This is an optimization exercise on Yosys and OpenROAD, whose aim is small area, a short achievable clock period and few clock cycles per item, not a production implementation.
The RTL was checked by simulation tests, not by an equivalence proof against the original design.

--- flow/config.mk ---
export PLATFORM = sky130hd
export DESIGN_NAME = RCL
export DESIGN_NICKNAME = RCL
export VERILOG_FILES = /design/flow/design.v
export SDC_FILE = /design/flow/constraint.sdc
export NUM_CORES = 4
export LEC_CHECK = 0
export CAP_MARGIN = 20
export CORE_MARGIN = 2
export CORE_UTILIZATION = 40
export GPL_TIMING_DRIVEN = 0
export SLEW_MARGIN = 20
export SYNTH_HIERARCHICAL = 1
export BUFFER_PORTS_ARGS = -buffer_cell sky130_fd_sc_hd__buf_1
--- flow/constraint.sdc ---
create_clock -name core_clock -period 80.0 [get_ports {clk}]
set_input_delay 16.0000 -clock core_clock [delete_from_list [all_inputs] [get_ports {clk}]]
set_output_delay 16.0000 -clock core_clock [all_outputs]
set_load 0.01 [all_outputs]
--- flow/design.v ---
module RCL(
    clk,
    rst_n,
    in_valid,
    coef_Q,
    coef_L,
    out_valid,
    out
);
input clk, rst_n, in_valid;
input [4:0] coef_Q, coef_L;
output reg out_valid;
output reg [1:0] out;
reg [4:0] l1, q1;
reg [9:0] x, d;
reg [1:0] cnt;
wire first = cnt[0] & ~cnt[1];    
wire third = cnt[0] & cnt[1];     
wire nfirst = ~first;
wire [4:0] qm = third ? 5'd1 : q1;
wire [9:0] x_next, d_next;
wire [2:0] s_hi;
wire [6:0] s_lo;
wire [14:0] f;
wire n1 = ~(x[0] & nfirst);
wire n2 = ~(l1[0] & qm[0]);
wire n3;
RCL_x2 un3 (.a(n1), .b(n2), .y(n3));
wire n4 = ~(x[1] & nfirst);
wire n5 = ~(l1[0] & qm[1]);
wire n6 = ~(l1[1] & qm[0]);
wire n7, n8;
RCL_fa un7 (.a(n4), .b(n5), .c(n6), .s(n7), .co(n8));
wire n9 = ~(n1 | n2);
wire n10;
RCL_xn un10 (.a(n9), .b(n7), .y(n10));
wire n11 = ~(l1[0] & qm[2]);
wire n12 = ~(l1[1] & qm[1]);
wire n13, n14;
RCL_fa un13 (.a(n11), .b(n12), .c(n8), .s(n13), .co(n14));
wire n15 = ~(x[2] & nfirst);
wire n16 = ~(l1[2] & qm[0]);
wire n17, n18;
RCL_fa un17 (.a(n15), .b(n16), .c(n13), .s(n17), .co(n18));
wire n19 = (n9 & ~n7);
wire n20;
RCL_xn un20 (.a(n19), .b(n17), .y(n20));
wire n21 = ~(l1[0] & qm[3]);
wire n22, n23;
RCL_fa un22 (.a(n21), .b(n14), .c(n18), .s(n22), .co(n23));
wire n24 = ~(x[3] & nfirst);
wire n25 = ~(l1[2] & qm[1]);
wire n26 = ~(l1[3] & qm[0]);
wire n27, n28;
RCL_fa un27 (.a(n24), .b(n25), .c(n26), .s(n27), .co(n28));
wire n29 = ~(l1[1] & qm[2]);
wire n30, n31;
RCL_fa un30 (.a(n29), .b(n27), .c(n22), .s(n30), .co(n31));
wire n32 = (n19 & ~n17);
wire n33;
RCL_xn un33 (.a(n32), .b(n30), .y(n33));
wire n34 = ~(l1[2] & qm[2]);
wire n35 = ~(l1[3] & qm[1]);
wire n36, n37;
RCL_fa un36 (.a(n34), .b(n35), .c(n28), .s(n36), .co(n37));
wire n38, n39;
RCL_fa un38 (.a(n36), .b(n23), .c(n31), .s(n38), .co(n39));
wire n40 = (x[4] & nfirst);
wire n41 = ~(l1[0] & qm[4]);
wire n42 = ~(l1[4] & qm[0]);
wire n43, n44;
RCL_fa un43 (.a(n40), .b(n41), .c(n42), .s(n43), .co(n44));
wire n45 = ~(l1[1] & qm[3]);
wire n46 = ~n43;
wire n47, n48;
RCL_fa un47 (.a(n45), .b(n46), .c(n38), .s(n47), .co(n48));
wire n49 = (n32 & ~n30);
wire n50;
RCL_xn un50 (.a(n49), .b(n47), .y(n50));
wire n51 = ~(l1[4] & qm[1]);
wire n52 = ~(l1[2] & qm[3]);
wire n53 = ~(l1[3] & qm[2]);
wire n54, n55;
RCL_fa un54 (.a(n52), .b(n53), .c(n37), .s(n54), .co(n55));
wire n56, n57;
RCL_fa un56 (.a(n54), .b(n39), .c(n48), .s(n56), .co(n57));
wire n58 = (~x[5] & nfirst);
wire n59 = ~(l1[1] & qm[4]);
wire n60;
RCL_xn un60 (.a(n51), .b(n44), .y(n60));
wire n61, n62;
RCL_fa un61 (.a(n58), .b(n59), .c(n60), .s(n61), .co(n62));
wire n63 = ~n61;
wire n64 = ~(n49 & ~n47);
wire n65, n66;
RCL_fa un65 (.a(n63), .b(n64), .c(n56), .s(n65), .co(n66));
wire n67 = ~(l1[2] & qm[4]);
wire n68 = ~(l1[4] & qm[2]);
wire n69, n70;
RCL_fa un69 (.a(n67), .b(n68), .c(n62), .s(n69), .co(n70));
wire n71, n72;
RCL_fa un71 (.a(n55), .b(n57), .c(n66), .s(n71), .co(n72));
wire n73 = ~(~x[6] & nfirst);
wire n74 = ~(l1[3] & qm[3]);
wire n75 = ~(n51 | n44);
wire n76, n77;
RCL_fa un76 (.a(n73), .b(n74), .c(n75), .s(n76), .co(n77));
wire n78 = ~n69;
wire n79, n80;
RCL_fa un79 (.a(n76), .b(n78), .c(n71), .s(n79), .co(n80));
wire n81 = ~(l1[3] & qm[4]);
wire n82 = ~(l1[4] & qm[3]);
wire n83, n84;
RCL_fa un83 (.a(n81), .b(n82), .c(n70), .s(n83), .co(n84));
wire n85, n86;
RCL_fa un85 (.a(n77), .b(n72), .c(n80), .s(n85), .co(n86));
wire n87 = ~(~x[7] & nfirst);
wire n88 = ~n83;
wire n89, n90;
RCL_fa un89 (.a(n87), .b(n88), .c(n85), .s(n89), .co(n90));
wire n91 = (~x[8] & nfirst);
wire n92 = (l1[4] & qm[4]);
wire n93, n94;
RCL_fa un93 (.a(n91), .b(n92), .c(n84), .s(n93), .co(n94));
wire n95 = ~n93;
wire n96, n97;
RCL_fa un96 (.a(n95), .b(n86), .c(n90), .s(n96), .co(n97));
wire n98 = (x[9] & nfirst);
wire n99;
RCL_xn un99 (.a(n98), .b(n94), .y(n99));
wire n100;
RCL_xn un100 (.a(n99), .b(n97), .y(n100));
wire n101 = ~(d[0] & nfirst);
wire n102;
RCL_xn un102 (.a(l1[0]), .b(n101), .y(n102));
wire n103 = ~(d[1] & nfirst);
wire n104 = (l1[0] & ~n101);
wire n105;
RCL_xn un105 (.a(n103), .b(n104), .y(n105));
wire n106 = ~l1[1];
wire n107 = ~(l1[0] & l1[1]);
wire n108 = ~(d[2] & nfirst);
wire n109, n110;
RCL_fa un109 (.a(n106), .b(n107), .c(n108), .s(n109), .co(n110));
wire n111 = (~n103 & n104);
wire n112;
RCL_xn un112 (.a(n109), .b(n111), .y(n112));
wire n113 = ~(l1[0] & l1[2]);
wire n114 = ~(d[3] & nfirst);
wire n115, n116;
RCL_fa un115 (.a(n113), .b(n114), .c(n110), .s(n115), .co(n116));
wire n117 = (~n109 & n111);
wire n118;
RCL_xn un118 (.a(n115), .b(n117), .y(n118));
wire n119 = ~(l1[0] & l1[3]);
wire n120 = ~(l1[1] & l1[2]);
wire n121, n122;
RCL_fa un121 (.a(n119), .b(n120), .c(n116), .s(n121), .co(n122));
wire n123 = ~l1[2];
wire n124 = ~(d[4] & nfirst);
wire n125, n126;
RCL_fa un125 (.a(n123), .b(n124), .c(n121), .s(n125), .co(n126));
wire n127 = (~n115 & n117);
wire n128;
RCL_xn un128 (.a(n127), .b(n125), .y(n128));
wire n129 = (l1[0] & l1[4]);
wire n130 = ~(l1[1] & l1[3]);
wire n131 = ~(d[5] & nfirst);
wire n132, n133;
RCL_fa un132 (.a(n129), .b(n130), .c(n131), .s(n132), .co(n133));
wire n134 = ~(n127 & ~n125);
wire n135;
RCL_x2 un135 (.a(n122), .b(n126), .y(n135));
wire n136, n137;
RCL_fa un136 (.a(n132), .b(n134), .c(n135), .s(n136), .co(n137));
wire n138 = ~l1[3];
wire n139 = ~(d[6] & nfirst);
wire n140, n141;
RCL_fa un140 (.a(n138), .b(n139), .c(n133), .s(n140), .co(n141));
wire n142 = ~(l1[2] & l1[3]);
wire n143, n144;
RCL_fa un143 (.a(n142), .b(n140), .c(n137), .s(n143), .co(n144));
wire n145 = ~(l1[1] & l1[4]);
wire n146 = ~(n122 & n126);
wire n147 = ~n143;
wire n148, n149;
RCL_fa un148 (.a(n145), .b(n146), .c(n147), .s(n148), .co(n149));
wire n150 = ~(d[7] & nfirst);
wire n151, n152;
RCL_fa un151 (.a(n150), .b(n141), .c(n144), .s(n151), .co(n152));
wire n153 = ~(l1[2] & l1[4]);
wire n154 = ~n151;
wire n155, n156;
RCL_fa un155 (.a(n153), .b(n154), .c(n149), .s(n155), .co(n156));
wire n157 = ~(l1[3] & l1[4]);
wire n158 = (d[8] & nfirst);
wire n159, n160;
RCL_fa un159 (.a(l1[4]), .b(n157), .c(n158), .s(n159), .co(n160));
wire n161 = ~n152;
wire n162, n163;
RCL_fa un162 (.a(n159), .b(n161), .c(n156), .s(n162), .co(n163));
wire n164 = (d[9] & nfirst);
wire n165;
RCL_xn un165 (.a(n164), .b(n160), .y(n165));
wire n166;
RCL_x2 un166 (.a(n165), .b(n163), .y(n166));
wire n167 = ~(q1[0] & d[0]);
wire n168;
RCL_xn un168 (.a(n167), .b(n3), .y(n168));
wire n169 = ~(q1[0] & d[1]);
wire n170 = ~(q1[1] & d[0]);
wire n171;
RCL_xn un171 (.a(n169), .b(n170), .y(n171));
wire n172 = ~(n167 | n3);
wire n173;
RCL_xn un173 (.a(n171), .b(n172), .y(n173));
wire n174 = ~(q1[0] & d[2]);
wire n175 = ~(q1[1] & d[1]);
wire n176 = ~(q1[2] & d[0]);
wire n177 = ~(~n169 & ~n170);
wire n178, n179;
RCL_fa un178 (.a(n175), .b(n176), .c(n177), .s(n178), .co(n179));
wire n180 = (n3 & n10);
wire n181 = (n171 & ~n172);
wire n182, n183;
RCL_fa un182 (.a(n178), .b(n180), .c(n181), .s(n182), .co(n183));
wire n184;
RCL_xn un184 (.a(n174), .b(n10), .y(n184));
wire n185;
RCL_x2 un185 (.a(n184), .b(n182), .y(n185));
wire n186 = ~(q1[1] & d[2]);
wire n187 = ~(q1[2] & d[1]);
wire n188 = ~(q1[3] & d[0]);
wire n189, n190;
RCL_fa un189 (.a(n186), .b(n187), .c(n188), .s(n189), .co(n190));
wire n191 = ~(q1[0] & d[3]);
wire n192 = ~(~n174 & ~n10);
wire n193, n194;
RCL_fa un193 (.a(n191), .b(n189), .c(n192), .s(n193), .co(n194));
wire n195 = ~n193;
wire n196 = ~(n184 & n182);
wire n197 = ~(n3 & n20);
wire n198, n199;
RCL_fa un198 (.a(n195), .b(n196), .c(n197), .s(n198), .co(n199));
wire n200;
RCL_xn un200 (.a(n179), .b(n183), .y(n200));
wire n201;
RCL_xn un201 (.a(n200), .b(n198), .y(n201));
wire n202 = ~(q1[0] & d[4]);
wire n203 = ~(q1[1] & d[3]);
wire n204, n205;
RCL_fa un204 (.a(n203), .b(n194), .c(n20), .s(n204), .co(n205));
wire n206 = ~(q1[2] & d[2]);
wire n207 = ~(q1[3] & d[1]);
wire n208 = ~(q1[4] & d[0]);
wire n209, n210;
RCL_fa un209 (.a(n206), .b(n207), .c(n208), .s(n209), .co(n210));
wire n211 = ~n199;
wire n212, n213;
RCL_fa un212 (.a(n209), .b(n204), .c(n211), .s(n212), .co(n213));
wire n214 = ~(n179 | n183);
wire n215 = ~(n10 & n20);
wire n216 = ~(n3 & n33);
wire n217, n218;
RCL_fa un217 (.a(n214), .b(n215), .c(n216), .s(n217), .co(n218));
wire n219 = ~(n200 & ~n198);
wire n220 = ~n212;
wire n221, n222;
RCL_fa un221 (.a(n219), .b(n220), .c(n217), .s(n221), .co(n222));
wire n223;
RCL_xn un223 (.a(n202), .b(n190), .y(n223));
wire n224;
RCL_xn un224 (.a(n223), .b(n221), .y(n224));
wire n225 = ~(q1[0] & d[5]);
wire n226 = ~(q1[2] & d[3]);
wire n227, n228;
RCL_fa un227 (.a(n225), .b(n226), .c(n210), .s(n227), .co(n228));
wire n229 = ~(q1[1] & d[4]);
wire n230, n231;
RCL_fa un230 (.a(n229), .b(n227), .c(n205), .s(n230), .co(n231));
wire n232 = ~(q1[3] & d[2]);
wire n233, n234;
RCL_fa un233 (.a(n232), .b(n230), .c(n213), .s(n233), .co(n234));
wire n235 = ~(n202 | n190);
wire n236, n237;
RCL_fa un236 (.a(n235), .b(n218), .c(n222), .s(n236), .co(n237));
wire n238 = ~n233;
wire n239 = ~(n3 & n50);
wire n240, n241;
RCL_fa un240 (.a(n238), .b(n239), .c(n236), .s(n240), .co(n241));
wire n242 = ~(n10 & n33);
wire n243 = ~(n223 & ~n221);
wire n244, n245;
RCL_fa un244 (.a(n242), .b(n243), .c(n240), .s(n244), .co(n245));
wire n246 = ~(q1[4] & d[1]);
wire n247;
RCL_xn un247 (.a(n246), .b(n244), .y(n247));
wire n248 = ~(q1[0] & d[6]);
wire n249 = ~(q1[2] & d[4]);
wire n250, n251;
RCL_fa un250 (.a(n248), .b(n249), .c(n228), .s(n250), .co(n251));
wire n252, n253;
RCL_fa un252 (.a(n250), .b(n33), .c(n231), .s(n252), .co(n253));
wire n254 = ~(q1[1] & d[5]);
wire n255 = ~(q1[3] & d[3]);
wire n256 = ~(q1[4] & d[2]);
wire n257, n258;
RCL_fa un257 (.a(n254), .b(n255), .c(n256), .s(n257), .co(n258));
wire n259, n260;
RCL_fa un259 (.a(n257), .b(n252), .c(n234), .s(n259), .co(n260));
wire n261, n262;
RCL_fa un261 (.a(n237), .b(n241), .c(n245), .s(n261), .co(n262));
wire n263 = ~(n20 & n33);
wire n264 = ~(n10 & n50);
wire n265 = ~n259;
wire n266, n267;
RCL_fa un266 (.a(n263), .b(n264), .c(n265), .s(n266), .co(n267));
wire n268 = ~(n246 & ~n244);
wire n269, n270;
RCL_fa un269 (.a(n266), .b(n268), .c(n261), .s(n269), .co(n270));
wire n271 = (n3 & ~n65);
wire n272;
RCL_xn un272 (.a(n271), .b(n269), .y(n272));
wire n273 = ~(q1[1] & d[6]);
wire n274, n275;
RCL_fa un274 (.a(n273), .b(n258), .c(n251), .s(n274), .co(n275));
wire n276 = ~(q1[2] & d[5]);
wire n277 = ~(q1[3] & d[4]);
wire n278 = ~(q1[4] & d[3]);
wire n279, n280;
RCL_fa un279 (.a(n276), .b(n277), .c(n278), .s(n279), .co(n280));
wire n281 = ~(q1[0] & d[7]);
wire n282, n283;
RCL_fa un282 (.a(n281), .b(n279), .c(n274), .s(n282), .co(n283));
wire n284, n285;
RCL_fa un284 (.a(n282), .b(n253), .c(n260), .s(n284), .co(n285));
wire n286, n287;
RCL_fa un286 (.a(n267), .b(n262), .c(n270), .s(n286), .co(n287));
wire n288 = (n20 & n50);
wire n289 = (n10 & ~n65);
wire n290, n291;
RCL_fa un290 (.a(n288), .b(n284), .c(n289), .s(n290), .co(n291));
wire n292 = (n271 & ~n269);
wire n293 = ~n286;
wire n294, n295;
RCL_fa un294 (.a(n290), .b(n292), .c(n293), .s(n294), .co(n295));
wire n296 = (n3 & ~n79);
wire n297;
RCL_x2 un297 (.a(n296), .b(n294), .y(n297));
wire n298 = ~(q1[1] & d[7]);
wire n299 = ~(q1[3] & d[5]);
wire n300, n301;
RCL_fa un300 (.a(n299), .b(n275), .c(n283), .s(n300), .co(n301));
wire n302 = ~(q1[0] & d[8]);
wire n303 = ~(q1[2] & d[6]);
wire n304 = ~(q1[4] & d[4]);
wire n305, n306;
RCL_fa un305 (.a(n302), .b(n303), .c(n304), .s(n305), .co(n306));
wire n307, n308;
RCL_fa un307 (.a(n305), .b(n300), .c(n50), .s(n307), .co(n308));
wire n309, n310;
RCL_fa un309 (.a(n307), .b(n285), .c(n291), .s(n309), .co(n310));
wire n311 = ~(n33 & n50);
wire n312 = ~n309;
wire n313, n314;
RCL_fa un313 (.a(n311), .b(n312), .c(n287), .s(n313), .co(n314));
wire n315 = ~n295;
wire n316 = ~(n296 & n294);
wire n317, n318;
RCL_fa un317 (.a(n313), .b(n315), .c(n316), .s(n317), .co(n318));
wire n319 = ~(n20 & ~n65);
wire n320 = ~(n10 & ~n79);
wire n321, n322;
RCL_fa un321 (.a(n319), .b(n320), .c(n317), .s(n321), .co(n322));
wire n323;
RCL_x2 un323 (.a(n298), .b(n280), .y(n323));
wire n324 = (n3 & ~n89);
wire n325, n326;
RCL_fa un325 (.a(n323), .b(n324), .c(n321), .s(n325), .co(n326));
wire n327 = ~(q1[1] & d[8]);
wire n328 = ~(q1[2] & d[7]);
wire n329, n330;
RCL_fa un329 (.a(n327), .b(n328), .c(n306), .s(n329), .co(n330));
wire n331 = ~(q1[0] & d[9]);
wire n332 = ~(q1[4] & d[5]);
wire n333, n334;
RCL_fa un333 (.a(n331), .b(n332), .c(n329), .s(n333), .co(n334));
wire n335, n336;
RCL_fa un335 (.a(n333), .b(n301), .c(n308), .s(n335), .co(n336));
wire n337 = ~(q1[3] & d[6]);
wire n338, n339;
RCL_fa un338 (.a(n337), .b(n335), .c(n310), .s(n338), .co(n339));
wire n340 = ~(n298 | n280);
wire n341, n342;
RCL_fa un341 (.a(n340), .b(n314), .c(n318), .s(n341), .co(n342));
wire n343, n344;
RCL_fa un343 (.a(n322), .b(n341), .c(n326), .s(n343), .co(n344));
wire n345 = (n33 & ~n65);
wire n346 = (n20 & ~n79);
wire n347, n348;
RCL_fa un347 (.a(n345), .b(n346), .c(n338), .s(n347), .co(n348));
wire n349 = (n10 & ~n89);
wire n350 = ~n347;
wire n351, n352;
RCL_fa un351 (.a(n349), .b(n350), .c(n343), .s(n351), .co(n352));
wire n353 = ~(q1[1] & d[9]);
wire n354 = ~(q1[2] & d[8]);
wire n355 = ~(q1[4] & d[6]);
wire n356, n357;
RCL_fa un356 (.a(n353), .b(n354), .c(n355), .s(n356), .co(n357));
wire n358 = ~(q1[3] & d[7]);
wire n359, n360;
RCL_fa un359 (.a(n358), .b(n356), .c(n336), .s(n359), .co(n360));
wire n361 = ~n65;
wire n362, n363;
RCL_fa un362 (.a(n361), .b(n359), .c(n339), .s(n362), .co(n363));
wire n364 = (n33 & ~n79);
wire n365, n366;
RCL_fa un365 (.a(n364), .b(n348), .c(n362), .s(n365), .co(n366));
wire n367, n368;
RCL_fa un367 (.a(n342), .b(n344), .c(n352), .s(n367), .co(n368));
wire n369 = (n50 & ~n65);
wire n370 = ~(n20 & ~n89);
wire n371, n372;
RCL_fa un371 (.a(n369), .b(n370), .c(n365), .s(n371), .co(n372));
wire n373;
RCL_xn un373 (.a(n330), .b(n334), .y(n373));
wire n374 = ~n367;
wire n375, n376;
RCL_fa un375 (.a(n373), .b(n371), .c(n374), .s(n375), .co(n376));
wire n377 = ~(q1[2] & d[9]);
wire n378 = ~(q1[4] & d[7]);
wire n379, n380;
RCL_fa un379 (.a(n377), .b(n378), .c(n357), .s(n379), .co(n380));
wire n381 = ~(q1[3] & d[8]);
wire n382 = ~(~n330 & ~n334);
wire n383, n384;
RCL_fa un383 (.a(n381), .b(n379), .c(n382), .s(n383), .co(n384));
wire n385, n386;
RCL_fa un385 (.a(n383), .b(n360), .c(n363), .s(n385), .co(n386));
wire n387, n388;
RCL_fa un387 (.a(n366), .b(n385), .c(n372), .s(n387), .co(n388));
wire n389 = ~n368;
wire n390, n391;
RCL_fa un390 (.a(n387), .b(n389), .c(n376), .s(n390), .co(n391));
wire n392 = (n50 & ~n79);
wire n393 = ~(n33 & ~n89);
wire n394, n395;
RCL_fa un394 (.a(n392), .b(n393), .c(n390), .s(n394), .co(n395));
wire n396 = ~(q1[4] & d[8]);
wire n397, n398;
RCL_fa un397 (.a(n396), .b(n380), .c(n384), .s(n397), .co(n398));
wire n399, n400;
RCL_fa un399 (.a(n397), .b(n386), .c(n388), .s(n399), .co(n400));
wire n401 = ~(q1[3] & d[9]);
wire n402 = ~n79;
wire n403 = ~(n65 | n79);
wire n404, n405;
RCL_fa un404 (.a(n401), .b(n402), .c(n403), .s(n404), .co(n405));
wire n406 = ~(n50 & ~n89);
wire n407, n408;
RCL_fa un407 (.a(n404), .b(n406), .c(n399), .s(n407), .co(n408));
wire n409, n410;
RCL_fa un409 (.a(n407), .b(n391), .c(n395), .s(n409), .co(n410));
wire n411 = ~(q1[4] & d[9]);
wire n412, n413;
RCL_fa un412 (.a(n411), .b(n398), .c(n405), .s(n412), .co(n413));
wire n414, n415;
RCL_fa un414 (.a(n412), .b(n400), .c(n408), .s(n414), .co(n415));
wire n416 = ~(~n65 & ~n89);
wire n417, n418;
RCL_fa un417 (.a(n416), .b(n414), .c(n410), .s(n417), .co(n418));
wire n419 = ~(n79 | n89);
wire n420 = ~n413;
wire n421 = n89 ^ n419 ^ n420;
wire n422 = ~n421;
wire n423 = n422 ^ n415 ^ n418;
wire n424 = ~n136;
assign x_next = {n100, n96, n89, n79, n65, n50, n33, n20, n10, n3};
assign d_next = {n166, n162, n155, n148, n424, n128, n118, n112, n105, n102};
assign s_hi = {n100, ~n96, ~n89};
assign s_lo = {~n79, ~n65, n50, n33, n20, n10, n3};
assign f = {n423, n417, n409, n394, n375, ~n351, ~n325, n297, n272, n247, n224, n201, n185, n173, n168};
wire big = ~((s_hi == 3'b000) | ((s_hi == 3'b111) & (s_lo != 7'd0)));
wire lt = ~big & f[14];
wire eq = ~big & (f == 15'd0);
always @(posedge clk) begin
	l1 <= coef_L;
	q1 <= coef_Q;
	x <= x_next;
	d <= d_next;
end
always @(posedge clk or negedge rst_n) begin
	if (!rst_n) begin
		cnt <= 2'd0;
		out_valid <= 1'b0;
		out <= 2'd0;
	end else begin
		cnt <= in_valid ? cnt + 2'd1 : 2'd0;
		out_valid <= third;
		out <= third ? {lt, eq} : 2'd0;
	end
end
endmodule
module RCL_fa(a, b, c, s, co);
input a, b, c;
output s, co;
assign s = a ^ b ^ c;
assign co = (a & b) | (a & c) | (b & c);
endmodule
module RCL_x2(a, b, y);
input a, b;
output y;
assign y = a ^ b;
endmodule
module RCL_xn(a, b, y);
input a, b;
output y;
assign y = ~(a ^ b);
endmodule
module RCL_ha(a, b, s, co);
input a, b;
output s, co;
assign s = a ^ b;
assign co = a & b;
endmodule
--- flow/flow/run.sh ---
#!/bin/bash
# Standard layout, with the port buffers made of sky130_fd_sc_hd__buf_1 cells.
set -euo pipefail
echo 'export BUFFER_PORTS_ARGS = -buffer_cell sky130_fd_sc_hd__buf_1' >> config.mk
bash standard.sh > standard.log 2>&1
--- flow/standard.sh ---
#!/bin/bash
# synth_recipe.tcl (not shown) runs the flow's synth.tcl, then flattens the netlist and writes it again
# the make line also repeats each setting of config.mk as NAME=value (left out here)
make -C /OpenROAD-flow-scripts/flow DESIGN_CONFIG=/design/flow/config.mk WORK_HOME=/design/flow/orfs CLKGATE_MAP_FILE= SYNTH_SCRIPT=/design/flow/synth_recipe.tcl "${@:-finish}"
==> results by group, run 1 <==
Outcome
  • Status: no timing/DRC/antenna violations

Hold path
  • Worst Hold Class: reg -> reg

Run
  • Max cap viols: 0

Critical path
  • CP max FO: 1
  • Crit. Startpoint: out[0]
  • Worst reg2reg path depth: 37
  • Critical path's slowest cell: dfrtp_1
  • Crit. End Element: output pin
  • R2r startpoint: cnt[0]
  • Critical-path cell list: buf_1
  • Critical path's top delay family: flip-flops
  • Critical Path Stages: 1
  • Crit path DAT: 0.79 ns
  • CP Launch Type: flip-flop
  • Worst path max stage delay: 0.38 ns
  • Kind of critical path: reg -> out
  • Critical Path Sink: out[0]
  • R2R Setup Slk: 65.45 ns
  • Crit path buffers/inverters: 1
  • RR Endpoint: out[0]
  • Worst EP required: 64.00 ns

Global routing
  • First-pass GRT wire length: 15500 um
  • Vias in the first global route: 3147
  • Global-route usage over all layers: 17.7%
  • Gr ovfl total: 0
  • Initial antenna violation count: 0
  • Largest net degree at the start of global routing: 13

STA
  • Final setup fails: 0
  • Period utilisation layout: 21.0%
  • Fin. Hold Viols: 0
  • Layout Skew: 0.00669 ns
  • Setup TNS: 0 ns
  • Peak Freq: 59.6 MHz
  • Tmin final: 16.79 ns
  • Slew Limit Fails: 0
  • Worst slew pin tran: 1.03 ns
  • Slew margin rel.: 31.0%
  • RSZ-0062 raised after global routing: no

Placement
  • Dpl cells: 543
  • IO Port Bufs: 15
  • GP Congestion: 0.805
  • HPWL Detailed: 6880 um

Synthesis
  • Synth cell types: 30
  • Asr flop ratio synth: 14.3%
  • Number of synthesized flops with an enable pin: 0
  • Syn nets: 510
  • Mean Syn Cell Area: 10.6 sq um
  • Register bit total from synthesis: 35
  • Post-synthesis instance total: 392
  • Most used DFF post-synth: dfxtp_1
  • Yosys warning count: 7
  • Netlist Area Pre-Place: 4150 sq um
  • Sequential element share of the synthesized area: 17.5%

Layout
  • Area Overhead vs Synth: 8.27%
  • Finished Layout Cells: 551
  • Layout fillers: 1028
  • Area occupied by multi-input gates: 3310 sq um
  • Layout cell share with drive strength beyond 1: 4.58%
  • Ant. Diodes: 0
  • Storage element area: 726 sq um
  • # nets final: 532

Route
  • Final wirelength: 8490 um
  • Vias/cell: 4.88
  • Residual DRC: 0
  • Pre-antenna DRT Iters: 4
  • Via count: 2687
  • Post-DRT Antenna Nets: 0
  • Initial DRC count: 97
  • WL/cell: 15.4 um

Clocking
  • CTS root buf: clkbuf_8
  • CTS clk-pin slew, worst paths: 0.08 ns
  • Clk buf depth: 2
  • Clk Latency, worst-skew pair: 0.29 ns
  • H-tree depth: 2
  • Num CTS Buffers: 5
  • Post-CTS Resized: 0
  • Cts hold-fix bufs: 0
  • Sink Count: 35
  • TritonCTS clock tree: built
  • Post-CTS Setup Repair Bufs: 0

Die
  • Core box area: 10200 sq um
  • Die Y: 106 um
  • IO Pins: 16
  • Die Span X: 106 um
  • Die ar.: 11200 sq um
  • # rows: 37
  • Initial Util: 40.7%
cell usage in the layout (no fill, tap or decap), drive strengths merged, types with 2 or more instances in the layout:
master,instances
clkinv,2
inv,29
nor3,2
or4,2
or3,2
or2,5
nand2b,19
fa,103
ha,2
nor2b,22
and2,5
nand2,93
nor2,15
clkbuf,15
o21ai,6
xor2,6
dfxtp,30
buf,15
nand4,2
dfrtp,5
nor4,2
xnor2,25
modules after synthesis (local to each module, per instance):
module,cells,copies in the design,cell area (sq um),flops+latches
RCL,259,1,1820,35
RCL_x2,1,6,8.76,0
RCL_fa,1,103,20.0,0
RCL_xn,1,24,8.76,0
how the worst min path moves through the flow:
stage          cells past startpoint   start     end  slack (ns)
2_1_floorplan                      1  cnt[0]  cnt[0]        0.44
3_3_place_gp                       1  cnt[0]  cnt[0]        0.45
3_5_place_dp                       1  cnt[0]  cnt[0]        0.47
4_1_cts                            1  cnt[0]  cnt[0]        0.48
5_1_grt                            1  cnt[0]  cnt[0]        0.51
6_report                           1  cnt[0]  cnt[0]        0.47
cell usage after synthesis (6+ instances only):
master | count | area share (%)
nand2_1 | 93 | 8.4
fa_1 | 103 | 50
nand2b_1 | 19 | 2.9
xnor2_1 | 25 | 5.3
nor2_1 | 15 | 1.4
nor2b_1 | 22 | 3.3
clkbuf_1 | 9 | 0.81
inv_1 | 29 | 2.6
xor2_1 | 6 | 1.3
dfxtp_1 | 30 | 14
state kept, by name (all words and copies together), names as in the netlist:
register	count
out_valid	1
cnt	2
d	10
out	2
q1	5
x	10
l1	5
layer usage:
layer  part of all wire (%)  vias to the layer above  GRT usage (%)
met5                      0                        -              0
met4                    1.4                        0           3.95
met3                    4.3                       11           3.09
met2                     49                       65           29.5
met1                     45                     1391           24.3
li1                       -                     1220              -
logic make-up after synthesis:
| group | synth area share [%] |
|---|---|
| AOI/OAI and AO/OA | 1.60 |
| xor gates and xnor gates | 7.09 |
| adders and majority gates | 50.3 |
| buffers and inverters | 3.44 |
| DFF | 17.5 |
| and+or+nand+nor | 20.0 |
layout make-up:
cell class	count	area share [%]
multi-input cells	319	73.7
well taps	136	3.79
plain buffers	9	0.753
repair buffers	15	1.25
clock inverters	2	0.307
inverters	29	2.43
flip-flops and latches	35	16.2
clock buffers	6	1.62
through the flow:
stage	util (%)	worst slack [ns]	hold WS (ns)	instance area (sq um)
4_1_cts	43.8	63.20	0.477	4460
3_3_place_gp	42.9	63.53	0.449	4370
3_5_place_dp	42.9	63.52	0.466	4370
5_1_grt	44.1	63.16	0.510	4490
6_report	44.1	63.21	0.472	4490
2_1_floorplan	-	63.62	0.437	4150
Testbench counts, summed over its fixed seeds: cycles 11,992, items 2,400.
==> run 2, diff against run 1 <==
--- a/flow/config.mk
+++ b/flow/config.mk
@@ -8,7 +8,6 @@
 export CAP_MARGIN = 20
 export CORE_MARGIN = 2
 export CORE_UTILIZATION = 40
-export GPL_TIMING_DRIVEN = 0
 export SLEW_MARGIN = 20
 export SYNTH_HIERARCHICAL = 1
 export BUFFER_PORTS_ARGS = -buffer_cell sky130_fd_sc_hd__buf_1
==> run 2 against run 1 <==
Design area is 0.33% higher; synthesized cell count stayed put; die area stayed put; utilization is 0.15 points higher; hold slack better by 0.0081 ns; sequential share of layout area is 0.054 points lower; via count is 2.0% lower; wire length is 3.7% lower.
==> results by group, run 2 <==
Outcome
  • Status: no timing/DRC/antenna violations

Clocking
  • Num CTS Buffers: 5
  • Sink Count: 35
  • Post-CTS Resized: 0
  • CTS root buf: clkbuf_8
  • CTS clk-pin slew, worst paths: 0.08 ns
  • TritonCTS clock tree: built
  • Clk Latency, worst-skew pair: 0.29 ns
  • Post-CTS Setup Repair Bufs: 0
  • Cts hold-fix bufs: 0
  • H-tree depth: 2
  • Clk buf depth: 2

Synthesis
  • Number of synthesized flops with an enable pin: 0
  • Area contributors post-synth: fa_1 (50%), dfxtp_1 (14%), nand2_1 (8.4%), xnor2_1 (5.3%), nor2b_1 (3.3%)
  • Sequential element share of the synthesized area: 17.5%
  • Register bit total from synthesis: 35
  • Syn nets: 510
  • Yosys warning count: 7
  • Most numerous cell in the Yosys netlist: fa_1
  • Synth cell types: 30
  • Mean Syn Cell Area: 10.6 sq um
  • Yosys top cell by area: fa_1
  • Asr flop ratio synth: 14.3%
  • Netlist Area Pre-Place: 4150 sq um
  • Post-synthesis instance total: 392
  • Most used DFF post-synth: dfxtp_1
  • Area share of the largest cell type after synthesis: 49.7%
  • Commonest cells in the netlist: fa_1 (103), nand2_1 (93), dfxtp_1 (30)

Die
  • Die Y: 106 um
  • Die ar.: 11200 sq um
  • Die Span X: 106 um
  • IO Pins: 16
  • Core box area: 10200 sq um
  • # rows: 37
  • Initial Util: 40.7%

Critical path
  • Worst path max stage delay: 0.38 ns
  • Worst EP required: 64.00 ns
  • Kind of critical path: reg -> out
  • Critical path's slowest cell: dfrtp_1
  • CP Launch Type: flip-flop
  • Crit path buffers/inverters: 1
  • Critical-path cell list: buf_1
  • Crit. End Element: output pin
  • Crit path DAT: 0.79 ns
  • CP max FO: 1
  • Critical path's top delay family: flip-flops

Global routing
  • Gr ovfl total: 0
  • Global-route usage over all layers: 17.3%
  • Initial antenna violation count: 0
  • Vias in the first global route: 3065
  • First-pass GRT wire length: 15200 um
  • Largest net degree at the start of global routing: 22

Layout
  • Commonest cells after routing, fill and taps aside: fa_1 (103), nand2_1 (93), dfxtp_1 (30), inv_1 (29), xnor2_1 (24)
  • Most common cell after layout, fill and taps aside: fa_1
  • Area Overhead vs Synth: 8.63%
  • Layout cell share with drive strength beyond 1: 5.58%
  • Final design utilization: 44.2%
  • # nets final: 529
  • Layout fillers: 995
  • Top Registers: d: 10 flops, x: 10 flops
  • Fin area: 4500 sq um
  • Ant. Diodes: 0

Route
  • Vias/cell: 4.80
  • Pre-antenna DRT Iters: 4
  • Via count: 2633
  • Initial DRC count: 103
  • WL/cell: 14.9 um
  • Final wirelength: 8170 um
  • Residual DRC: 0
  • Post-DRT Antenna Nets: 0

STA
  • Slew Limit Fails: 0
  • Period utilisation layout: 21.0%
  • RSZ-0062 raised after global routing: no
  • Fin. Hold Viols: 0
  • Final setup fails: 0
  • Worst slew pin tran: 0.677 ns
  • Tmin final: 16.79 ns
  • Layout Skew: 0.00560 ns
  • Peak Freq: 59.6 MHz
  • Setup TNS: 0 ns
  • Slew margin rel.: 54.8%

Run
  • Max cap viols: 0

Hold path
  • Worst Hold Class: reg -> reg

Placement
  • IO Port Bufs: 15
  • HPWL Detailed: 6570 um
  • Post-DP Area: 4380 sq um
  • GP Congestion: 0.795
[run 2: routing by layer]
layer / track usage, % / vias up / routed length (um)
met5: 0 / - / 0
met3: 2.41 / 9 / 197
met4: 4.42 / 0 / 109
li1: - / 1217 / -
met2: 28.2 / 37 / 4020
met1: 24.4 / 1370 / 3850
[run 2: cell type report]
class | count | area [sq um] | share of cell area (%)
flip-flops and latches | 35 | 726 | 16.1
multi-input cells | 319 | 3280 | 72.9
clock inverters | 3 | 43.8 | 0.972
repair buffers | 21 | 101 | 2.25
inverters | 29 | 109 | 2.42
well taps | 136 | 170 | 3.78
clock buffers | 5 | 68.8 | 1.53
[run 2: per-stage QoR]
step / std cells / hold WS [ns] / setup WS (ns)
2_1_floorplan: 392 / 0.437 / 63.62
3_3_place_gp: 540 / 0.450 / 63.54
3_5_place_dp: 540 / 0.468 / 63.54
4_1_cts: 548 / 0.483 / 63.20
5_1_grt: 548 / 0.500 / 63.19
6_report: 548 / 0.480 / 63.21
[run 2: logic make-up after synthesis]
group	count (synthesis)	share of synthesized area (%)
flip-flops	35	17.5
buffers and inverters	38	3.44
AO/OA/AOI/OAI	9	1.60
AND/OR/NAND/NOR	173	20.0
XOR/XNOR	32	7.09
adder cells (fa/ha/maj)	105	50.3
[run 2: worst paths after layout]
kind / startpoint / end / slack (ns) / cells past startpoint
max in group asynchronous: rst_n / cnt[0] / 64.25 / 1
min in group asynchronous: rst_n / cnt[1] / 15.55 / 1
min: cnt[0] / cnt[0] / 0.48 / 1
min reg2reg: cnt[0] / cnt[0] / 0.48 / 1
max reg2reg: cnt[0] / out[0] / 65.86 / 37
max: out[0] / out[0] / 63.21 / 1
[run 2: modules after synthesis (local to each module, per instance)]
module,cells inside,cell area [sq um],flops+latches,copies in the design
RCL_xn,1,8.76,0,24
RCL_x2,1,8.76,0,6
RCL,259,1820,35,1
RCL_fa,1,20.0,0,103
==> run 3, diff against run 2 <==
==> flow/flow/run.sh (replaced) <==
#!/bin/bash
# Standard layout, with the port buffers made of sky130_fd_sc_hd__buf_1 cells
# and a clock tree without dummy loads.
set -euo pipefail
echo 'export BUFFER_PORTS_ARGS = -buffer_cell sky130_fd_sc_hd__buf_1' >> config.mk
export CTS_ARGS="-sink_clustering_enable -repair_clock_nets -dont_use_dummy_load"
bash standard.sh > standard.log 2>&1
--- a/flow/config.mk
+++ b/flow/config.mk
@@ -8,6 +8,7 @@
 export CAP_MARGIN = 20
 export CORE_MARGIN = 2
 export CORE_UTILIZATION = 40
+export GPL_TIMING_DRIVEN = 0
 export SLEW_MARGIN = 20
 export SYNTH_HIERARCHICAL = 1
 export BUFFER_PORTS_ARGS = -buffer_cell sky130_fd_sc_hd__buf_1
==> run 3 against run 2 <==
Synthesized area unchanged; sequential cell count unchanged; global-route usage increased by 0.41 points; clock-buffer cell count unchanged; critical path type unchanged; wire length increased by 3.3%; hold slack got worse by 0.011 ns; first-iteration DRC count increased by 5.8%; register-to-register slack got worse by 0.43 ns; synthesized cell count unchanged; clock skew increased by 0.011 ns.
==> results by group, run 3 <==
Outcome
  • Status: no timing/DRC/antenna violations

Layout
  • # nets final: 532
  • Top Registers: d: 10 flops, x: 10 flops
  • Commonest cells after routing, fill and taps aside: fa_1 (103), nand2_1 (93), dfxtp_1 (30), inv_1 (29), nor2b_1 (22)
  • Layout fillers: 1029
  • Most common cell after layout, fill and taps aside: fa_1
  • Layout cell share with drive strength beyond 1: 4.13%
  • Ant. Diodes: 0
  • Area Overhead vs Synth: 7.85%

Clocking
  • CTS root buf: clkbuf_8
  • Sink Count: 35
  • Post-CTS Setup Repair Bufs: 0
  • Post-CTS Resized: 0
  • Clk Latency, worst-skew pair: 0.28 ns
  • Num CTS Buffers: 5
  • H-tree depth: 2
  • TritonCTS clock tree: built
  • Cts hold-fix bufs: 0
  • Clk buf depth: 2
  • CTS clk-pin slew, worst paths: 0.07 ns

Critical path
  • Critical path's slowest cell: dfrtp_1
  • Crit path DAT: 0.79 ns
  • R2r startpoint: cnt[0]
  • Worst EP required: 64.00 ns
  • Crit. End Element: output pin
  • Crit. Startpoint: out[0]
  • RR Endpoint: out[0]
  • CP Launch Type: flip-flop
  • Critical-path cell list: buf_1
  • Worst path max stage delay: 0.38 ns
  • Worst reg2reg path depth: 37
  • CP max FO: 1
  • Kind of critical path: reg -> out
  • R2R Setup Slk: 65.43 ns
  • Critical path's top delay family: flip-flops
  • Crit path buffers/inverters: 1

Global routing
  • GRT busiest layer: met2
  • First-pass GRT wire length: 15500 um
  • Vias in the first global route: 3138
  • Gr ovfl total: 0
  • Global-route usage over all layers: 17.7%
  • GR Util met1: 24.1%
  • GR Util met3: 3.46%
  • Largest net degree at the start of global routing: 12
  • Initial antenna violation count: 0
  • Met2 usage: 29.4%

Synthesis
  • Asr flop ratio synth: 14.3%
  • Yosys top cell by area: fa_1
  • Post-synthesis instance total: 392
  • Number of synthesized flops with an enable pin: 0
  • Yosys warning count: 7
  • Most used DFF post-synth: dfxtp_1
  • Sequential element share of the synthesized area: 17.5%
  • Register bit total from synthesis: 35
  • Most numerous cell in the Yosys netlist: fa_1
  • Area contributors post-synth: fa_1 (50%), dfxtp_1 (14%), nand2_1 (8.4%), xnor2_1 (5.3%), nor2b_1 (3.3%)
  • Synth cell types: 30
  • Syn nets: 510
  • Commonest cells in the netlist: fa_1 (103), nand2_1 (93), dfxtp_1 (30)
  • Mean Syn Cell Area: 10.6 sq um
  • Area share of the largest cell type after synthesis: 49.7%
  • Netlist Area Pre-Place: 4150 sq um

Run
  • Max cap viols: 0

Hold path
  • Hold Path End: cnt[0]
  • Number of cells on the worst hold path: 1
  • Worst Hold Class: reg -> reg
  • Hold Startpoint: cnt[0]

STA
  • Tmin final: 16.79 ns
  • Setup TNS: 0 ns
  • Peak Freq: 59.6 MHz
  • Final setup fails: 0
  • Slew margin rel.: 30.2%
  • Period utilisation layout: 21.0%
  • Slew Limit Fails: 0
  • Worst slew pin tran: 1.04 ns
  • RSZ-0062 raised after global routing: no
  • Fin. Hold Viols: 0
  • Worst setup margin: 63.21 ns
  • Layout Skew: 0.0169 ns

Die
  • Die Span X: 106 um
  • Die Y: 106 um
  • IO Pins: 16
  • Core box area: 10200 sq um
  • # rows: 37
  • Initial Util: 40.7%
  • Die ar.: 11200 sq um

Route
  • Final wirelength: 8450 um
  • Via count: 2674
  • Initial DRC count: 109
  • Post-DRT Antenna Nets: 0
  • WL/cell: 15.4 um
  • Pre-antenna DRT Iters: 4
  • Residual DRC: 0
  • Vias/cell: 4.88

Placement
  • Pre-CTS WS: 63.52 ns
  • HPWL Detailed: 6880 um
  • GP Congestion: 0.805
  • IO Port Bufs: 15
-- run 3: cell counts after synthesis --
No cell type changed its count.
-- run 3: how the worst max path moves through the flow --
stage,to,slack [ns],cells after the start
finish,out[0],63.21,1
global route,out[0],63.16,1
global placement,out[0],63.53,1
detailed placement,out[0],63.52,1
CTS,out[0],63.20,1
floorplan,out[0],63.62,0
-- run 3: kinds of logic (layout without fill, tap and decap cells) --
kind of cell	count (synthesis)	count (layout)	share of synthesized area [%]
simple gates	173	173	20.0
fa+ha+maj	105	105	50.3
buf+inv	38	58	3.44
xor+xnor	32	32	7.09
compound gates	9	9	1.60
flops	35	35	17.5
-- run 3: layout make-up --
type                            count  area, sq um  share of cell area (%)
Tap cell                          136          170                    3.81
Timing Repair Buffer               15         56.3                    1.26
Buffer                              9         33.8                   0.756
Sequential cell                    35          726                    16.2
Inverter                           29          109                    2.43
Multi-Input combinational cell    319         3310                    74.0
Clock buffer                        5         68.8                    1.54
-- run 3: modules after synthesis (local to each module, per instance) --
module / area [sq um] / flip-flops and latches / times used / cells
RCL: 1820 / 35 / 1 / 259
RCL_fa: 20.0 / 0 / 103 / 1
RCL_x2: 8.76 / 0 / 6 / 1
RCL_xn: 8.76 / 0 / 24 / 1
-- run 3: per-stage QoR --
| step | hold WS [ns] | utilization, % | area, sq um | cells |
|---|---|---|---|---|
| after floorplan | 0.437 | - | 4150 | 392 |
| after detailed placement | 0.466 | 42.9 | 4370 | 543 |
| after CTS | 0.477 | 43.6 | 4440 | 548 |
| after global routing | 0.510 | 43.9 | 4470 | 548 |
| after global placement | 0.449 | 42.9 | 4370 | 543 |
| final | 0.469 | 43.9 | 4470 | 548 |
-- run 3: routing by layer --
layer	share of wire (%)	wire length [um]
met2	49	4170
met4	0.78	66
met5	0	0
met3	5.2	436
met1	45	3780
==> run 4, diff against run 3 <==
==> flow/flow/run.sh (replaced) <==
#!/bin/bash
# Standard layout, with the port buffers made of sky130_fd_sc_hd__buf_1 cells
# and a clock tree without dummy loads, in larger sink clusters.
set -euo pipefail
echo 'export BUFFER_PORTS_ARGS = -buffer_cell sky130_fd_sc_hd__buf_1' >> config.mk
export CTS_ARGS="-sink_clustering_enable -repair_clock_nets -dont_use_dummy_load -sink_clustering_size 40 -sink_clustering_max_diameter 500 -balance_levels"
bash standard.sh > standard.log 2>&1
==> run 4 against run 3 <==
Non-clock buffer count stayed put; die area did not move; register-to-register slack about the same; worst setup slack unchanged; synthesized cell count is the same; synthesized area unchanged; via count is the same; clock skew unchanged; critical path depth unchanged; critical endpoint unchanged.
==> results by group, run 4 <==
Outcome
  • Status: no timing/DRC/antenna violations

STA
  • Fin. Hold Viols: 0
  • RSZ-0062 raised after global routing: no
  • Final setup fails: 0
  • Slew Limit Fails: 0
  • Slew margin rel.: 30.2%
  • Worst slew pin tran: 1.04 ns
  • Layout Skew: 0.0169 ns
  • Peak Freq: 59.6 MHz
  • Period utilisation layout: 21.0%
  • Tmin final: 16.79 ns
  • Setup TNS: 0 ns
  • Worst setup margin: 63.21 ns

Synthesis
  • Yosys warning count: 7
  • Register bit total from synthesis: 35
  • Most used DFF post-synth: dfxtp_1
  • Yosys top cell by area: fa_1
  • Synth cell types: 30
  • Post-Synth Adder-Cell Area: 50.3%
  • Sequential element share of the synthesized area: 17.5%
  • Syn nets: 510
  • Most numerous cell in the Yosys netlist: fa_1
  • Asr flop ratio synth: 14.3%
  • Netlist Area Pre-Place: 4150 sq um
  • Post-synthesis instance total: 392
  • Area share of the largest cell type after synthesis: 49.7%
  • Complex-gate fraction of the synthesized area: 1.60%
  • Post-synthesis mux area share: 0%
  • Number of synthesized flops with an enable pin: 0
  • Commonest cells in the netlist: fa_1 (103), nand2_1 (93), dfxtp_1 (30)
  • Synth Area in Simple Gates: 20.0%
  • Largest family of logic cells by synthesized area: adder cells
  • Area contributors post-synth: fa_1 (50%), dfxtp_1 (14%), nand2_1 (8.4%), xnor2_1 (5.3%), nor2b_1 (3.3%)
  • Area share of xor/xnor cells in the synthesized design: 7.09%
  • Mean Syn Cell Area: 10.6 sq um

Global routing
  • Largest net degree at the start of global routing: 12
  • Initial antenna violation count: 0
  • Gr ovfl total: 0
  • Vias in the first global route: 3138
  • First-pass GRT wire length: 15500 um
  • Global-route usage over all layers: 17.7%

Route
  • Pre-antenna DRT Iters: 4
  • Initial DRC count: 109
  • Post-DRT Antenna Nets: 0
  • Via count: 2674
  • Vias/cell: 4.88
  • Residual DRC: 0
  • WL/cell: 15.4 um
  • Final wirelength: 8450 um

Critical path
  • Crit. End Element: output pin
  • Worst reg2reg path depth: 37
  • CP Launch Type: flip-flop
  • Critical Path Stages: 1
  • Worst path max stage delay: 0.38 ns
  • Kind of critical path: reg -> out
  • Crit path buffers/inverters: 1
  • CP max FO: 1
  • Worst EP required: 64.00 ns
  • Critical path's top delay family: flip-flops
  • Critical path's slowest cell: dfrtp_1
  • Critical-path cell list: buf_1
  • Crit path DAT: 0.79 ns

Clocking
  • CTS root buf: clkbuf_8
  • Sink Count: 35
  • TritonCTS clock tree: built
  • Post-CTS Resized: 0
  • Post-CTS Setup Repair Bufs: 0
  • Clk buf depth: 2
  • Clk Latency, worst-skew pair: 0.28 ns
  • Cts hold-fix bufs: 0
  • H-tree depth: 2
  • CTS clk-pin slew, worst paths: 0.07 ns
  • Num CTS Buffers: 5

Layout
  • Ant. Diodes: 0
  • # nets final: 532
  • Top Registers: d: 10 flops, x: 10 flops
  • Commonest cells after routing, fill and taps aside: fa_1 (103), nand2_1 (93), dfxtp_1 (30), inv_1 (29), nor2b_1 (22)
  • Area Overhead vs Synth: 7.85%
  • Layout cell share with drive strength beyond 1: 4.13%
  • Storage element area: 726 sq um
  • Most common cell after layout, fill and taps aside: fa_1
  • Area occupied by multi-input gates: 3310 sq um
  • Fin area: 4470 sq um
  • Layout fillers: 1029

Die
  • Die Y: 106 um
  • IO Pins: 16
  • Core box area: 10200 sq um
  • Die ar.: 11200 sq um
  • Initial Util: 40.7%
  • Die Span X: 106 um
  • # rows: 37

Placement
  • Pre-CTS WS: 63.52 ns
  • IO Port Bufs: 15
  • GP Congestion: 0.805
  • HPWL Detailed: 6880 um
  • Post-DP Area: 4370 sq um

Hold path
  • Worst Hold Class: reg -> reg
  • Number of cells on the worst hold path: 1

Run
  • Max cap viols: 0
==> run 4: cell counts after synthesis <==
Identical to the previous run, type by type.
==> run 4: per-stage QoR <==
step	util, %	std cells	hold slack, ns
floorplan	-	392	0.437
global placement	42.9	543	0.449
detailed placement	42.9	543	0.466
CTS	43.6	548	0.477
global route	43.9	548	0.510
finish	43.9	548	0.469
==> run 4: cell type report <==
cell class	instances	area share, %
buffer	9	0.756
clock buffer	5	1.54
inverter	29	2.43
multi-input combinational	319	74.0
sequential	35	16.2
tap	136	3.81
timing repair buffer	15	1.26
==> run 4: Yosys stat by module (local to each module, per instance) <==
module	area (sq um)	cells inside	copies in the design
RCL	1820	259	1
RCL_x2	8.76	1	6
RCL_xn	8.76	1	24
RCL_fa	20.0	1	103
==> run 4: worst paths after layout <==
kind	startpoint	to	slack [ns]
worst min register to register	cnt[0]	cnt[0]	0.47
max in group asynchronous	rst_n	out_valid	64.24
min in group asynchronous	rst_n	cnt[1]	15.55
worst min-delay path	cnt[0]	cnt[0]	0.47
worst max-delay path	out[0]	out[0]	63.21
worst max register to register	cnt[0]	out[0]	65.43
==> run 4: per-layer routing <==
| layer | part of all wire [%] | wire length (um) | global-route usage [%] | vias up |
|---|---|---|---|---|
| li1 | - | - | - | 1219 |
| met2 | 49 | 4170 | 29.4 | 64 |
| met1 | 45 | 3780 | 24.1 | 1384 |
| met5 | 0 | 0 | 0 | - |
| met4 | 0.78 | 66 | 4.04 | 0 |
| met3 | 5.2 | 436 | 3.46 | 7 |
==> run 4: kinds of logic (layout without fill, tap and decap cells) <==
family | after synthesis | after routing
and+or+nand+nor | 173 | 173
adders and majority gates | 105 | 105
buffers and inverters | 38 | 58
DFF | 35 | 35
xor gates and xnor gates | 32 | 32
AOI/OAI and AO/OA | 9 | 9
==> run 4: worst register-to-register path: cells and delay by family, from the launching register on <==
family	cells	cell delay, ns
buf+inv	3	0.37
compound gates	1	0.42
xor+xnor	1	0.61
fa+ha+maj	26	11.40
flops	1	0.40
simple gates	6	1.25

[port drivers added, routing unchanged]
Ports are ideal in the flow. The routed layouts listed here were re-timed in OpenROAD. Step 1 (the two cells are an assumption about what drives the block):
set clk [get_ports {clk}]
set_driving_cell -lib_cell sky130_fd_sc_hd__clkbuf_16 $clk
set_driving_cell -lib_cell sky130_fd_sc_hd__buf_2 [delete_from_list [all_inputs] $clk]
Step 2 moves the port delays by t, midway between the first and last clock arrival at a register: inputs arrive t later, outputs are due t later. That takes back most of the time a late clock gives input paths. Slacks: ideal ports / drivers / drivers and shift; pairs: ideal ports / drivers.
run	t, ns	setup slack, ns	worst hold slack (ns)	clock arrival spread, ns	cell pins on the clock port's net
run 1	0.309	63.209 / 63.181 / 63.490	0.472 / 0.472 / 0.472	0.007 / 0.007	1
run 2	0.314	63.213 / 63.184 / 63.498	0.480 / 0.480 / 0.480	0.006 / 0.005	1
run 3	0.302	63.213 / 63.185 / 63.488	0.469 / 0.469 / 0.469	0.017 / 0.017	1
run 4	0.302	63.213 / 63.185 / 63.488	0.469 / 0.469 / 0.469	0.017 / 0.017	1
After both steps setup and hold are still met in every run listed.
